Source: an optimization exercise on an open RTL-to-GDS flow (aim: small area and a short achievable clock period). Production flows keep margins and buffers that such runs may drop.
Where RTL was checked, it was by simulation tests only, not by an equivalence proof against the original.

==> 03-08: inputs <==
## mas_mul_vedic_32x32
module mas_mul_vedic_32x32 (
  input               clk,
  input               rstn,
  input        [31:0] in1,
  input        [31:0] in2,
  output logic [63:0] res
);
==> flow/config.mk <==
export PLATFORM = sky130hd
export DESIGN_NAME = mas_mul_vedic_32x32
export DESIGN_NICKNAME = mas_mul_vedic_32x32
export VERILOG_FILES = /design/flow/design.v
export SDC_FILE = /design/flow/constraint.sdc
export NUM_CORES = 4
export LEC_CHECK = 0
export ABC_AREA = 1
export CAP_MARGIN = 60
export CORE_MARGIN = 2
export CORE_UTILIZATION = 45
export SLEW_MARGIN = 60
export SYNTH_HIERARCHICAL = 1
==> flow/constraint.sdc <==
create_clock -name core_clock -period 25.0 [get_ports {clk}]
set_input_delay 5.0000 -clock core_clock [delete_from_list [all_inputs] [get_ports {clk}]]
set_output_delay 5.0000 -clock core_clock [all_outputs]
set_load 0.01 [all_outputs]
standard.sh (not shown) runs the stock make flow with config.mk's settings and CLKGATE_MAP_FILE= SYNTH_SCRIPT=/design/flow/synth_recipe.tcl, a recipe that flattens the netlist after the stock synthesis.
==> flow/flow/run.sh <==
#!/bin/bash
# The standard layout, with plain buffers (not delay cells) on the ports.
export BUFFER_PORTS_ARGS="-buffer_cell sky130_fd_sc_hd__buf_2"
bash standard.sh > standard.log 2>&1
==> 08-11 (differences from 03-08) <==
--- a/flow/design.v
+++ b/flow/design.v
@@ -252,18 +252,19 @@
   input        [31:0] in2,
   output logic [63:0] res
 );
 wire  [63:0] p;
 wire  [15:0] eone, etwo, eneg;
 logic [15:0] bone, btwo, bneg;    
 logic        nb31;                
 logic [31:0] na;                  
-always_ff @(posedge clk) begin
-  res <= p & {64{rstn}};
+always_ff @(posedge clk, negedge rstn) begin
+  if (!rstn) res <= '0;
+  else       res <= p;
 end
 always_ff @(posedge clk) begin
   na <= ~(in1 & {32{rstn}});
 end
 always_ff @(posedge clk) begin
   bone <= eone;
   btwo <= etwo;
   bneg <= eneg;
CORE_UTILIZATION = 68   (was 45)
==> 02-06 (differences from 03-08) <==
--- a/flow/design.v
+++ b/flow/design.v
@@ -252,18 +252,19 @@
   input        [31:0] in2,
   output logic [63:0] res
 );
 wire  [63:0] p;
 wire  [15:0] eone, etwo, eneg;
 logic [15:0] bone, btwo, bneg;    
 logic        nb31;                
 logic [31:0] na;                  
-always_ff @(posedge clk) begin
-  res <= p & {64{rstn}};
+always_ff @(posedge clk, negedge rstn) begin
+  if (!rstn) res <= '0;
+  else       res <= p;
 end
 always_ff @(posedge clk) begin
   na <= ~(in1 & {32{rstn}});
 end
 always_ff @(posedge clk) begin
   bone <= eone;
   btwo <= etwo;
   bneg <= eneg;
CORE_UTILIZATION = 55   (was 45)
==> 11-12 (differences from 03-08) <==
--- a/flow/design.v
+++ b/flow/design.v
@@ -252,18 +252,19 @@
   input        [31:0] in2,
   output logic [63:0] res
 );
 wire  [63:0] p;
 wire  [15:0] eone, etwo, eneg;
 logic [15:0] bone, btwo, bneg;    
 logic        nb31;                
 logic [31:0] na;                  
-always_ff @(posedge clk) begin
-  res <= p & {64{rstn}};
+always_ff @(posedge clk, negedge rstn) begin
+  if (!rstn) res <= '0;
+  else       res <= p;
 end
 always_ff @(posedge clk) begin
   na <= ~(in1 & {32{rstn}});
 end
 always_ff @(posedge clk) begin
   bone <= eone;
   btwo <= etwo;
   bneg <= eneg;
@@ -2373,18 +2374,22 @@
 wire sg1424 = sg1360 | (sp1361 & sg1334);
 wire sp1425 = sp1361 & sp1335;
 wire sg1426 = sg1362 | (sp1363 & sg1334);
 wire sp1427 = sp1363 & sp1335;
 wire sg1428 = sg1364 | (sp1365 & sg1334);
 wire sp1429 = sp1365 & sp1335;
 wire sg1430 = sg1366 | (sp1367 & sg1334);
 wire sp1431 = sp1367 & sp1335;
-wire [63:0] cc = {sg1428, sg1426, sg1424, sg1422, sg1420, sg1418, sg1416, sg1414, sg1412, sg1410, sg1408, sg1406, sg1404, sg1402, sg1400, sg1398, sg1396, sg1394, sg1392, sg1390, sg1388, sg1386, sg1384, sg1382, sg1380, sg1378, sg1376, sg1374, sg1372, sg1370, sg1368, sg1334, sg1332, sg1330, sg1328, sg1326, sg1324, sg1322, sg1320, sg1318, sg1316, sg1314, sg1312, sg1310, sg1308, sg1306, sg1304, sg1254, sg1252, sg1250, sg1248, sg1246, sg1244, sg1242, sg1240, sg1182, sg1180, sg1178, sg1176, sg1114, sg1112, sg1048, g0[0], 1'b0};
-assign p = p0 ^ cc;
+wire sel33_0 = p0[33] ^ g0[32];
+wire sel33_1 = p0[33] ^ (g0[32] | p0[32]);
+wire sel33 = sg1334 ? sel33_1 : sel33_0;
+wire [63:0] cc = {sg1428, sg1426, sg1424, sg1422, sg1420, sg1418, sg1416, sg1414, sg1412, sg1410, sg1408, sg1406, sg1404, sg1402, sg1400, sg1398, sg1396, sg1394, sg1392, sg1390, sg1388, sg1386, sg1384, sg1382, sg1380, sg1378, sg1376, sg1374, sg1372, sg1370, 1'b0, sg1334, sg1332, sg1330, sg1328, sg1326, sg1324, sg1322, sg1320, sg1318, sg1316, sg1314, sg1312, sg1310, sg1308, sg1306, sg1304, sg1254, sg1252, sg1250, sg1248, sg1246, sg1244, sg1242, sg1240, sg1182, sg1180, sg1178, sg1176, sg1114, sg1112, sg1048, g0[0], 1'b0};
+wire [63:0] q = p0 ^ cc;
+assign p = {q[63:34], sel33, q[32:0]};
 endmodule
 module mas_mul_fa (input a, input b, input c, output s, output co);
 assign s  = a ^ b ^ c;
 assign co = (a & b) | (a & c) | (b & c);
 endmodule
 module mas_mul_ha (input a, input b, output s, output co);
 assign s  = a ^ b;
 assign co = a & b;
CORE_UTILIZATION = 55   (was 45)
==> comparison table <==
item	03-08	11-12	08-11	02-06
Run status	finished clean	finished clean	finished clean	finished clean
Placed wire-length estimate after detailed placement	56.5 mm	55.7 mm	54.9 mm	56.6 mm
Least-Margin Pin Slew	0.645 ns	0.607 ns	0.590 ns	0.615 ns
Area used by multi-input combinational logic	22200 um2	21900 um2	21900 um2	21900 um2
Beginning of the critical path	na[26]	btwo[9]	na[29]	na[20]
Number of global-route vias before repair	24510	23841	24686	23004
Synthesized-area fraction occupied by xor and xnor cells	17.9%	18.5%	18.4%	18.4%
Highest attainable clock frequency	164 MHz	164 MHz	164 MHz	165 MHz
Global-route total usage across every layer	30.4%	35.7%	42.7%	35.1%
Overall die width	248 um	225 um	203 um	225 um
Pre-antenna DRT Iters	8	6	7	6
Count of fill cells added during filler insertion	5505	4184	2943	4113
First-pass GRT wire length	140 mm	137 mm	134 mm	134 mm
Proportion of layout cells with a drive suffix above 1	12.1%	11.6%	11.9%	12.1%
Cells after Synth	2904	2877	2866	2866
The RTL of 03-08 and 11-12 was laid out without a check of its function.

---

==> v22: inputs <==
mas_mul_vedic_32x32, a different RTL version from the one above (not shown whole).
==> flow/design.v (excerpt) <==
module mas_mul_vedic_32x32 (
  input               clk,
  input               rstn,
  input        [31:0] in1,
  input        [31:0] in2,
  output logic [63:0] res
);
export LEC_CHECK = 0
export ABC_AREA = 1
export CAP_MARGIN = 60
export CORE_MARGIN = 2
export CORE_UTILIZATION = 55
export CTS_BUF_LIST = sky130_fd_sc_hd__clkbuf_8
export SLEW_MARGIN = 60
export SYNTH_HIERARCHICAL = 1
create_clock -name core_clock -period 25.0 [get_ports {clk}]
Scripts as last shown in full above: flow/flow/run.sh
==> v23: changes against v22 <==
--- a/flow/design.v
+++ b/flow/design.v
@@ -254,21 +254,19 @@
 );
 wire  [63:0] p;
 wire  [15:0] eone, etwo, eneg;
 logic [15:0] bone, btwo, bneg;    
 logic        nb31;                
 logic [31:0] na;                  
 always_ff @(posedge clk, negedge rstn) begin
-  if (!rstn) begin
-    na  <= '1;
-    res <= '0;
-  end else begin
-    na  <= ~in1;
-    res <= p;
-  end
+  if (!rstn) res <= '0;
+  else       res <= p;
+end
+always_ff @(posedge clk) begin
+  na <= ~(in1 & {32{rstn}});
 end
 always_ff @(posedge clk) begin
   bone <= eone;
   btwo <= etwo;
   bneg <= eneg;
 end
 always_ff @(posedge clk) begin
Settings changed: CORE_UTILIZATION 55 to 45, CTS_BUF_LIST sky130_fd_sc_hd__clkbuf_8 to unset.
==> v8: changes against v22 <==
--- a/flow/design.v
+++ b/flow/design.v
@@ -254,21 +254,19 @@
 );
 wire  [63:0] p;
 wire  [15:0] eone, etwo, eneg;
 logic [15:0] bone, btwo, bneg;    
 logic        nb31;                
 logic [31:0] na;                  
 always_ff @(posedge clk, negedge rstn) begin
-  if (!rstn) begin
-    na  <= '1;
-    res <= '0;
-  end else begin
-    na  <= ~in1;
-    res <= p;
-  end
+  if (!rstn) res <= '0;
+  else       res <= p;
+end
+always_ff @(posedge clk) begin
+  na <= ~(in1 & {32{rstn}});
 end
 always_ff @(posedge clk) begin
   bone <= eone;
   btwo <= etwo;
   bneg <= eneg;
 end
 always_ff @(posedge clk) begin
==> flow/flow/run.sh (replaced) <==
#!/bin/bash
# The standard layout, with plain buffers (not delay cells) on the ports.
export BUFFER_PORTS_ARGS="-buffer_cell sky130_fd_sc_hd__buf_1"
bash standard.sh > standard.log 2>&1
Settings changed: CTS_BUF_LIST sky130_fd_sc_hd__clkbuf_8 to unset.
==> v13: changes against v22 <==
--- a/flow/design.v
+++ b/flow/design.v
@@ -254,21 +254,19 @@
 );
 wire  [63:0] p;
 wire  [15:0] eone, etwo, eneg;
 logic [15:0] bone, btwo, bneg;    
 logic        nb31;                
 logic [31:0] na;                  
 always_ff @(posedge clk, negedge rstn) begin
-  if (!rstn) begin
-    na  <= '1;
-    res <= '0;
-  end else begin
-    na  <= ~in1;
-    res <= p;
-  end
+  if (!rstn) res <= '0;
+  else       res <= p;
+end
+always_ff @(posedge clk) begin
+  na <= ~(in1 & {32{rstn}});
 end
 always_ff @(posedge clk) begin
   bone <= eone;
   btwo <= etwo;
   bneg <= eneg;
 end
 always_ff @(posedge clk) begin
Settings changed: CTS_BUF_LIST sky130_fd_sc_hd__clkbuf_8 to unset, CTS_CLUSTER_DIAMETER set to 150, CTS_CLUSTER_SIZE set to 36.
==> results_dict.tcl <==
set metrics [dict create \
    status "timing/DRC/antenna clean" \
    netlist.area_leader.share_pct 36.2 \
    grtUsageMet3_pct 8.63 \
    ys_seq_area_share_pct 12.0 \
    layout-drive-gt1-share_pct 12.6 \
    chipHeight_um 248 \
    crit_path_end "res[48]" \
    multiInputGateArea_um2 21900 \
    clk_pin_slew_ns 0.08 \
]
The numbers above come from v23.

==> results_dict.tcl <==
set metrics [dict create \
    chipHeight_um 226 \
    crit_path_end "res[33]$_DFF_PN0_" \
    status "timing/DRC/antenna clean" \
    clk_pin_slew_ns 0.11 \
    netlist.area_leader.share_pct 35.9 \
]
The numbers above come from v22.

==> results_dict.tcl <==
set metrics [dict create \
    status "timing/DRC/antenna clean" \
    chipHeight_um 225 \
    multiInputGateArea_um2 21900 \
    ys_seq_area_share_pct 12.0 \
    netlist.area_leader.share_pct 36.2 \
]
The numbers above come from v13.

==> results_dict.tcl <==
set metrics [dict create \
    status "timing/DRC/antenna clean" \
    grtUsageMet3_pct 9.30 \
    crit_path_end "res[60]$_DFF_PN0_" \
    ys_seq_area_share_pct 12.0 \
    multiInputGateArea_um2 21900 \
    layout-drive-gt1-share_pct 7.56 \
]
The numbers above come from v8.

No functional check of the RTL was part of v22.

---

==> 02-03 <==
Another version of the RTL of mas_mul_vedic_32x32 (not shown whole).
Settings: LEC_CHECK=0, CAP_MARGIN=20, CORE_MARGIN=2, CORE_UTILIZATION=40, SLEW_MARGIN=20, SYNTH_HIERARCHICAL=1; clock period 25.0 ns.
==> flow/flow/run.sh <==
#!/bin/bash
# The standard layout, with plain buffers (not delay cells) on the ports.
export BUFFER_PORTS_ARGS="-buffer_cell sky130_fd_sc_hd__buf_2"
bash standard.sh > standard.log 2>&1
==> inputs of 06-23, as changes to 02-03 <==
==> flow/run.sh (new file) <==
#!/bin/bash
# synth_recipe.tcl (not shown) runs the flow's synth.tcl, then flattens the netlist and writes it again
# the make line also repeats each setting of config.mk as NAME=value (left out here)
make -C /OpenROAD-flow-scripts/flow DESIGN_CONFIG=/design/flow/config.mk WORK_HOME=/design/flow/orfs CLKGATE_MAP_FILE= SYNTH_SCRIPT=/design/flow/synth_recipe.tcl finish
removed: flow/flow/run.sh
removed: flow/standard.sh
==> comparison <==
Final cell count is about the same in 06-23 and 02-03. In clock-buffer cell count, 02-03 and 06-23 do not differ. Flip-flop and latch count is the same in 02-03 and 06-23. Non-clock buffer count: 02-03 is lower than 06-23 (3). Die area is the same in 06-23 and 02-03.
Function was not checked in any run of this note: the RTL went through the layout flow alone.

---

==> branch willow <==
mas_mul_vedic_32x32, a different RTL version from the one above (not shown whole).
export LEC_CHECK = 0
export ABC_AREA = 1
export CAP_MARGIN = 60
export CORE_MARGIN = 2
export CORE_UTILIZATION = 40
export SLEW_MARGIN = 60
export SYNTH_HIERARCHICAL = 1
create_clock -name core_clock -period 25.0 [get_ports {clk}]
==> flow/flow/run.sh <==
#!/bin/bash
# The standard layout, with plain buffers (not delay cells) on the ports.
export BUFFER_PORTS_ARGS="-buffer_cell sky130_fd_sc_hd__buf_2"
bash standard.sh > standard.log 2>&1
==> branch raven: changes against branch willow <==
--- a/flow/design.v
+++ b/flow/design.v
@@ -253,25 +253,27 @@
   output logic [63:0] res
 );
 wire  [63:0] p;
 wire  [15:0] eone, etwo, eneg;
 logic [15:0] bone, btwo, bneg;    
+logic        nb31;                
 logic [31:0] na;                  
 always_ff @(posedge clk, negedge rstn) begin
-  if (!rstn) begin
-    na  <= '1;
-    res <= '0;
-  end else begin
-    na  <= ~in1;
-    res <= p;
-  end
+  if (!rstn) res <= '0;
+  else       res <= p;
+end
+always_ff @(posedge clk) begin
+  na <= ~(in1 & {32{rstn}});
 end
 always_ff @(posedge clk) begin
   bone <= eone;
   btwo <= etwo;
   bneg <= eneg;
 end
+always_ff @(posedge clk) begin
+  nb31 <= ~in2[31];
+end
 assign eone[0] = ~(in2[0] ^ 1'b0);
 assign etwo[0] = ~((in2[1] & ~in2[0] & ~1'b0) | (~in2[1] & in2[0] & 1'b0));
 assign eneg[0] = in2[1];
 assign eone[1] = ~(in2[2] ^ in2[1]);
 assign etwo[1] = ~((in2[3] & ~in2[2] & ~in2[1]) | (~in2[3] & in2[2] & in2[1]));
@@ -908,42 +910,42 @@
 wire pp_15_29 = (~((one_15 | na[29]) & (two_15 | na[28]))) ^ neg_15;
 wire pp_15_30 = (~((one_15 | na[30]) & (two_15 | na[29]))) ^ neg_15;
 wire pp_15_31 = (~((one_15 | na[31]) & (two_15 | na[30]))) ^ neg_15;
 wire pp_15_32 = (~((one_15 | 1'b1) & (two_15 | na[31]))) ^ neg_15;
 wire nneg_15 = ~neg_15;
-wire pp_16_0 = ~na[0] & bneg[15];
-wire pp_16_1 = ~na[1] & bneg[15];
-wire pp_16_2 = ~na[2] & bneg[15];
-wire pp_16_3 = ~na[3] & bneg[15];
-wire pp_16_4 = ~na[4] & bneg[15];
-wire pp_16_5 = ~na[5] & bneg[15];
-wire pp_16_6 = ~na[6] & bneg[15];
-wire pp_16_7 = ~na[7] & bneg[15];
-wire pp_16_8 = ~na[8] & bneg[15];
-wire pp_16_9 = ~na[9] & bneg[15];
-wire pp_16_10 = ~na[10] & bneg[15];
-wire pp_16_11 = ~na[11] & bneg[15];
-wire pp_16_12 = ~na[12] & bneg[15];
-wire pp_16_13 = ~na[13] & bneg[15];
-wire pp_16_14 = ~na[14] & bneg[15];
-wire pp_16_15 = ~na[15] & bneg[15];
-wire pp_16_16 = ~na[16] & bneg[15];
-wire pp_16_17 = ~na[17] & bneg[15];
-wire pp_16_18 = ~na[18] & bneg[15];
-wire pp_16_19 = ~na[19] & bneg[15];
-wire pp_16_20 = ~na[20] & bneg[15];
-wire pp_16_21 = ~na[21] & bneg[15];
-wire pp_16_22 = ~na[22] & bneg[15];
-wire pp_16_23 = ~na[23] & bneg[15];
-wire pp_16_24 = ~na[24] & bneg[15];
-wire pp_16_25 = ~na[25] & bneg[15];
-wire pp_16_26 = ~na[26] & bneg[15];
-wire pp_16_27 = ~na[27] & bneg[15];
-wire pp_16_28 = ~na[28] & bneg[15];
-wire pp_16_29 = ~na[29] & bneg[15];
-wire pp_16_30 = ~na[30] & bneg[15];
-wire pp_16_31 = ~na[31] & bneg[15];
+wire pp_16_0 = ~(na[0] | nb31);
+wire pp_16_1 = ~(na[1] | nb31);
+wire pp_16_2 = ~(na[2] | nb31);
+wire pp_16_3 = ~(na[3] | nb31);
+wire pp_16_4 = ~(na[4] | nb31);
+wire pp_16_5 = ~(na[5] | nb31);
+wire pp_16_6 = ~(na[6] | nb31);
+wire pp_16_7 = ~(na[7] | nb31);
+wire pp_16_8 = ~(na[8] | nb31);
+wire pp_16_9 = ~(na[9] | nb31);
+wire pp_16_10 = ~(na[10] | nb31);
+wire pp_16_11 = ~(na[11] | nb31);
+wire pp_16_12 = ~(na[12] | nb31);
+wire pp_16_13 = ~(na[13] | nb31);
+wire pp_16_14 = ~(na[14] | nb31);
+wire pp_16_15 = ~(na[15] | nb31);
+wire pp_16_16 = ~(na[16] | nb31);
+wire pp_16_17 = ~(na[17] | nb31);
+wire pp_16_18 = ~(na[18] | nb31);
+wire pp_16_19 = ~(na[19] | nb31);
+wire pp_16_20 = ~(na[20] | nb31);
+wire pp_16_21 = ~(na[21] | nb31);
+wire pp_16_22 = ~(na[22] | nb31);
+wire pp_16_23 = ~(na[23] | nb31);
+wire pp_16_24 = ~(na[24] | nb31);
+wire pp_16_25 = ~(na[25] | nb31);
+wire pp_16_26 = ~(na[26] | nb31);
+wire pp_16_27 = ~(na[27] | nb31);
+wire pp_16_28 = ~(na[28] | nb31);
+wire pp_16_29 = ~(na[29] | nb31);
+wire pp_16_30 = ~(na[30] | nb31);
+wire pp_16_31 = ~(na[31] | nb31);
 wire s1, c2;
 mas_mul_ha u_s1 (.a(neg_12), .b(pp_0_24), .s(s1), .co(c2));
 wire s3, c4;
 mas_mul_ha u_s3 (.a(pp_0_25), .b(pp_1_23), .s(s3), .co(c4));
 wire s5, c6;
- CAP_MARGIN: 60 -> 50
- CORE_UTILIZATION: 40 -> 55
- SLEW_MARGIN: 60 -> 50
==> branch ember: changes against branch willow <==
--- a/flow/design.v
+++ b/flow/design.v
@@ -253,25 +253,27 @@
   output logic [63:0] res
 );
 wire  [63:0] p;
 wire  [15:0] eone, etwo, eneg;
 logic [15:0] bone, btwo, bneg;    
+logic        nb31;                
 logic [31:0] na;                  
 always_ff @(posedge clk, negedge rstn) begin
-  if (!rstn) begin
-    na  <= '1;
-    res <= '0;
-  end else begin
-    na  <= ~in1;
-    res <= p;
-  end
+  if (!rstn) res <= '0;
+  else       res <= p;
+end
+always_ff @(posedge clk) begin
+  na <= ~(in1 & {32{rstn}});
 end
 always_ff @(posedge clk) begin
   bone <= eone;
   btwo <= etwo;
   bneg <= eneg;
 end
+always_ff @(posedge clk) begin
+  nb31 <= ~in2[31];
+end
 assign eone[0] = ~(in2[0] ^ 1'b0);
 assign etwo[0] = ~((in2[1] & ~in2[0] & ~1'b0) | (~in2[1] & in2[0] & 1'b0));
 assign eneg[0] = in2[1];
 assign eone[1] = ~(in2[2] ^ in2[1]);
 assign etwo[1] = ~((in2[3] & ~in2[2] & ~in2[1]) | (~in2[3] & in2[2] & in2[1]));
@@ -908,42 +910,42 @@
 wire pp_15_29 = (~((one_15 | na[29]) & (two_15 | na[28]))) ^ neg_15;
 wire pp_15_30 = (~((one_15 | na[30]) & (two_15 | na[29]))) ^ neg_15;
 wire pp_15_31 = (~((one_15 | na[31]) & (two_15 | na[30]))) ^ neg_15;
 wire pp_15_32 = (~((one_15 | 1'b1) & (two_15 | na[31]))) ^ neg_15;
 wire nneg_15 = ~neg_15;
-wire pp_16_0 = ~na[0] & bneg[15];
-wire pp_16_1 = ~na[1] & bneg[15];
-wire pp_16_2 = ~na[2] & bneg[15];
-wire pp_16_3 = ~na[3] & bneg[15];
-wire pp_16_4 = ~na[4] & bneg[15];
-wire pp_16_5 = ~na[5] & bneg[15];
-wire pp_16_6 = ~na[6] & bneg[15];
-wire pp_16_7 = ~na[7] & bneg[15];
-wire pp_16_8 = ~na[8] & bneg[15];
-wire pp_16_9 = ~na[9] & bneg[15];
-wire pp_16_10 = ~na[10] & bneg[15];
-wire pp_16_11 = ~na[11] & bneg[15];
-wire pp_16_12 = ~na[12] & bneg[15];
-wire pp_16_13 = ~na[13] & bneg[15];
-wire pp_16_14 = ~na[14] & bneg[15];
-wire pp_16_15 = ~na[15] & bneg[15];
-wire pp_16_16 = ~na[16] & bneg[15];
-wire pp_16_17 = ~na[17] & bneg[15];
-wire pp_16_18 = ~na[18] & bneg[15];
-wire pp_16_19 = ~na[19] & bneg[15];
-wire pp_16_20 = ~na[20] & bneg[15];
-wire pp_16_21 = ~na[21] & bneg[15];
-wire pp_16_22 = ~na[22] & bneg[15];
-wire pp_16_23 = ~na[23] & bneg[15];
-wire pp_16_24 = ~na[24] & bneg[15];
-wire pp_16_25 = ~na[25] & bneg[15];
-wire pp_16_26 = ~na[26] & bneg[15];
-wire pp_16_27 = ~na[27] & bneg[15];
-wire pp_16_28 = ~na[28] & bneg[15];
-wire pp_16_29 = ~na[29] & bneg[15];
-wire pp_16_30 = ~na[30] & bneg[15];
-wire pp_16_31 = ~na[31] & bneg[15];
+wire pp_16_0 = ~(na[0] | nb31);
+wire pp_16_1 = ~(na[1] | nb31);
+wire pp_16_2 = ~(na[2] | nb31);
+wire pp_16_3 = ~(na[3] | nb31);
+wire pp_16_4 = ~(na[4] | nb31);
+wire pp_16_5 = ~(na[5] | nb31);
+wire pp_16_6 = ~(na[6] | nb31);
+wire pp_16_7 = ~(na[7] | nb31);
+wire pp_16_8 = ~(na[8] | nb31);
+wire pp_16_9 = ~(na[9] | nb31);
+wire pp_16_10 = ~(na[10] | nb31);
+wire pp_16_11 = ~(na[11] | nb31);
+wire pp_16_12 = ~(na[12] | nb31);
+wire pp_16_13 = ~(na[13] | nb31);
+wire pp_16_14 = ~(na[14] | nb31);
+wire pp_16_15 = ~(na[15] | nb31);
+wire pp_16_16 = ~(na[16] | nb31);
+wire pp_16_17 = ~(na[17] | nb31);
+wire pp_16_18 = ~(na[18] | nb31);
+wire pp_16_19 = ~(na[19] | nb31);
+wire pp_16_20 = ~(na[20] | nb31);
+wire pp_16_21 = ~(na[21] | nb31);
+wire pp_16_22 = ~(na[22] | nb31);
+wire pp_16_23 = ~(na[23] | nb31);
+wire pp_16_24 = ~(na[24] | nb31);
+wire pp_16_25 = ~(na[25] | nb31);
+wire pp_16_26 = ~(na[26] | nb31);
+wire pp_16_27 = ~(na[27] | nb31);
+wire pp_16_28 = ~(na[28] | nb31);
+wire pp_16_29 = ~(na[29] | nb31);
+wire pp_16_30 = ~(na[30] | nb31);
+wire pp_16_31 = ~(na[31] | nb31);
 wire s1, c2;
 mas_mul_ha u_s1 (.a(neg_12), .b(pp_0_24), .s(s1), .co(c2));
 wire s3, c4;
 mas_mul_ha u_s3 (.a(pp_0_25), .b(pp_1_23), .s(s3), .co(c4));
 wire s5, c6;
==> branch garnet: changes against branch willow <==
--- a/flow/design.v
+++ b/flow/design.v
@@ -253,10 +253,11 @@
   output logic [63:0] res
 );
 wire  [63:0] p;
 wire  [15:0] eone, etwo, eneg;
 logic [15:0] bone, btwo, bneg;    
+logic        nb31;                
 logic [31:0] na;                  
 always_ff @(posedge clk, negedge rstn) begin
   if (!rstn) begin
     na  <= '1;
     res <= '0;
@@ -268,10 +269,13 @@
 always_ff @(posedge clk) begin
   bone <= eone;
   btwo <= etwo;
   bneg <= eneg;
 end
+always_ff @(posedge clk) begin
+  nb31 <= ~in2[31];
+end
 assign eone[0] = ~(in2[0] ^ 1'b0);
 assign etwo[0] = ~((in2[1] & ~in2[0] & ~1'b0) | (~in2[1] & in2[0] & 1'b0));
 assign eneg[0] = in2[1];
 assign eone[1] = ~(in2[2] ^ in2[1]);
 assign etwo[1] = ~((in2[3] & ~in2[2] & ~in2[1]) | (~in2[3] & in2[2] & in2[1]));
@@ -908,42 +912,42 @@
 wire pp_15_29 = (~((one_15 | na[29]) & (two_15 | na[28]))) ^ neg_15;
 wire pp_15_30 = (~((one_15 | na[30]) & (two_15 | na[29]))) ^ neg_15;
 wire pp_15_31 = (~((one_15 | na[31]) & (two_15 | na[30]))) ^ neg_15;
 wire pp_15_32 = (~((one_15 | 1'b1) & (two_15 | na[31]))) ^ neg_15;
 wire nneg_15 = ~neg_15;
-wire pp_16_0 = ~na[0] & bneg[15];
-wire pp_16_1 = ~na[1] & bneg[15];
-wire pp_16_2 = ~na[2] & bneg[15];
-wire pp_16_3 = ~na[3] & bneg[15];
-wire pp_16_4 = ~na[4] & bneg[15];
-wire pp_16_5 = ~na[5] & bneg[15];
-wire pp_16_6 = ~na[6] & bneg[15];
-wire pp_16_7 = ~na[7] & bneg[15];
-wire pp_16_8 = ~na[8] & bneg[15];
-wire pp_16_9 = ~na[9] & bneg[15];
-wire pp_16_10 = ~na[10] & bneg[15];
-wire pp_16_11 = ~na[11] & bneg[15];
-wire pp_16_12 = ~na[12] & bneg[15];
-wire pp_16_13 = ~na[13] & bneg[15];
-wire pp_16_14 = ~na[14] & bneg[15];
-wire pp_16_15 = ~na[15] & bneg[15];
-wire pp_16_16 = ~na[16] & bneg[15];
-wire pp_16_17 = ~na[17] & bneg[15];
-wire pp_16_18 = ~na[18] & bneg[15];
-wire pp_16_19 = ~na[19] & bneg[15];
-wire pp_16_20 = ~na[20] & bneg[15];
-wire pp_16_21 = ~na[21] & bneg[15];
-wire pp_16_22 = ~na[22] & bneg[15];
-wire pp_16_23 = ~na[23] & bneg[15];
-wire pp_16_24 = ~na[24] & bneg[15];
-wire pp_16_25 = ~na[25] & bneg[15];
-wire pp_16_26 = ~na[26] & bneg[15];
-wire pp_16_27 = ~na[27] & bneg[15];
-wire pp_16_28 = ~na[28] & bneg[15];
-wire pp_16_29 = ~na[29] & bneg[15];
-wire pp_16_30 = ~na[30] & bneg[15];
-wire pp_16_31 = ~na[31] & bneg[15];
+wire pp_16_0 = ~(na[0] | nb31);
+wire pp_16_1 = ~(na[1] | nb31);
+wire pp_16_2 = ~(na[2] | nb31);
+wire pp_16_3 = ~(na[3] | nb31);
+wire pp_16_4 = ~(na[4] | nb31);
+wire pp_16_5 = ~(na[5] | nb31);
+wire pp_16_6 = ~(na[6] | nb31);
+wire pp_16_7 = ~(na[7] | nb31);
+wire pp_16_8 = ~(na[8] | nb31);
+wire pp_16_9 = ~(na[9] | nb31);
+wire pp_16_10 = ~(na[10] | nb31);
+wire pp_16_11 = ~(na[11] | nb31);
+wire pp_16_12 = ~(na[12] | nb31);
+wire pp_16_13 = ~(na[13] | nb31);
+wire pp_16_14 = ~(na[14] | nb31);
+wire pp_16_15 = ~(na[15] | nb31);
+wire pp_16_16 = ~(na[16] | nb31);
+wire pp_16_17 = ~(na[17] | nb31);
+wire pp_16_18 = ~(na[18] | nb31);
+wire pp_16_19 = ~(na[19] | nb31);
+wire pp_16_20 = ~(na[20] | nb31);
+wire pp_16_21 = ~(na[21] | nb31);
+wire pp_16_22 = ~(na[22] | nb31);
+wire pp_16_23 = ~(na[23] | nb31);
+wire pp_16_24 = ~(na[24] | nb31);
+wire pp_16_25 = ~(na[25] | nb31);
+wire pp_16_26 = ~(na[26] | nb31);
+wire pp_16_27 = ~(na[27] | nb31);
+wire pp_16_28 = ~(na[28] | nb31);
+wire pp_16_29 = ~(na[29] | nb31);
+wire pp_16_30 = ~(na[30] | nb31);
+wire pp_16_31 = ~(na[31] | nb31);
 wire s1, c2;
 mas_mul_ha u_s1 (.a(neg_12), .b(pp_0_24), .s(s1), .co(c2));
 wire s3, c4;
 mas_mul_ha u_s3 (.a(pp_0_25), .b(pp_1_23), .s(s3), .co(c4));
 wire s5, c6;
- CORE_UTILIZATION: 40 -> 55
==> comparison table <==
metric                                                  branch willow  branch ember  branch raven  branch garnet
Final Cell Area                                            28800 um^2    28700 um^2    28300 um^2     28600 um^2
Number of instances in the synthesized netlist                   2862          2866          2866           2863
Count of placed standard cells including taps                    3644          3638          3384           3420
Routability congestion estimate                                 0.911         0.861         0.870          0.892
Run status                                   timing/DRC/antenna clean  timing/DRC/antenna clean  timing/DRC/antenna clean  timing/DRC/antenna clean
Worst slack on hold paths                                      829 ps        775 ps        915 ps         782 ps
Die Area                                                   69400 um^2    69200 um^2    50600 um^2     50900 um^2
Proportion of layout cells with a drive suffix above 1          11.6%         12.7%         12.2%          12.1%
Chip Width                                                     263 um        263 um        225 um         226 um
Met2 Usage GRT                                                  43.0%         42.3%         54.0%          56.2%
Highest metal used                                               met4          met4          met5           met5
Signal buf overhead                                             4.19%         4.57%         4.20%          3.91%
Sinks on Clock Net                                                144           145           145            145
Number of tap cells added at floorplan                            873           864           615            664
Number of global-route vias before repair                       24855         24499         22884          23659
Maximum clock skew at final layout                            25.4 ps       24.3 ps       26.1 ps        21.7 ps
Function not checked in branch willow and branch garnet: the RTL went through the layout flow alone.

-- separate check: timing with driven ports --
No port has a modelled driver above. Below, the same layouts with a new extraction and two added sets of constraints.
Step 1 assumes that a clkbuf_16 drives the clock port and a buf_2 every other input.
Step 2 also shifts input and output timing later by t, the mid clock arrival at the registers, as if the neighbouring blocks saw the same clock.
Slacks: ideal ports / drivers / drivers and shift; pairs: ideal ports / drivers.
run | t (ns) | setup slack, ns | clock arrival spread, ns
03-08 | 0.554 | 18.914 / 18.868 / 18.914 | 0.015 / 0.015
08-11 | 0.559 | 18.885 / 18.885 / 18.885 | 0.018 / 0.018
02-06 | 0.562 | 18.944 / 18.909 / 18.944 | 0.025 / 0.026
11-12 | 0.554 | 18.903 / 18.903 / 18.903 | 0.016 / 0.015
v22 | 0.631 | 18.853 / 18.833 / 18.853 | 0.022 / 0.021
v23 | 0.557 | 18.966 / 18.905 / 18.826 | 0.028 / 0.028
v8 | 0.544 | 18.902 / 18.860 / 18.790 | 0.017 / 0.017
v13 | 0.562 | 18.944 / 18.909 / 18.944 | 0.025 / 0.026
02-03 | 0.574 | 17.600 / 17.600 / 17.600 | 0.024 / 0.024
06-23 | 0.565 | 17.421 / 17.421 / 17.421 | 0.024 / 0.024
branch willow | 0.554 | 18.740 / 18.740 / 18.740 | 0.026 / 0.026
branch raven | 0.561 | 18.929 / 18.919 / 18.929 | 0.027 / 0.028
branch ember | 0.551 | 18.972 / 18.912 / 18.830 | 0.024 / 0.024
branch garnet | 0.575 | 18.912 / 18.899 / 18.912 | 0.022 / 0.021
After both steps setup and hold are still met in every run listed. For branch ember, which loses most, drivers alone change the setup slack by -0.060 ns; drivers and shift together by -0.142 ns.
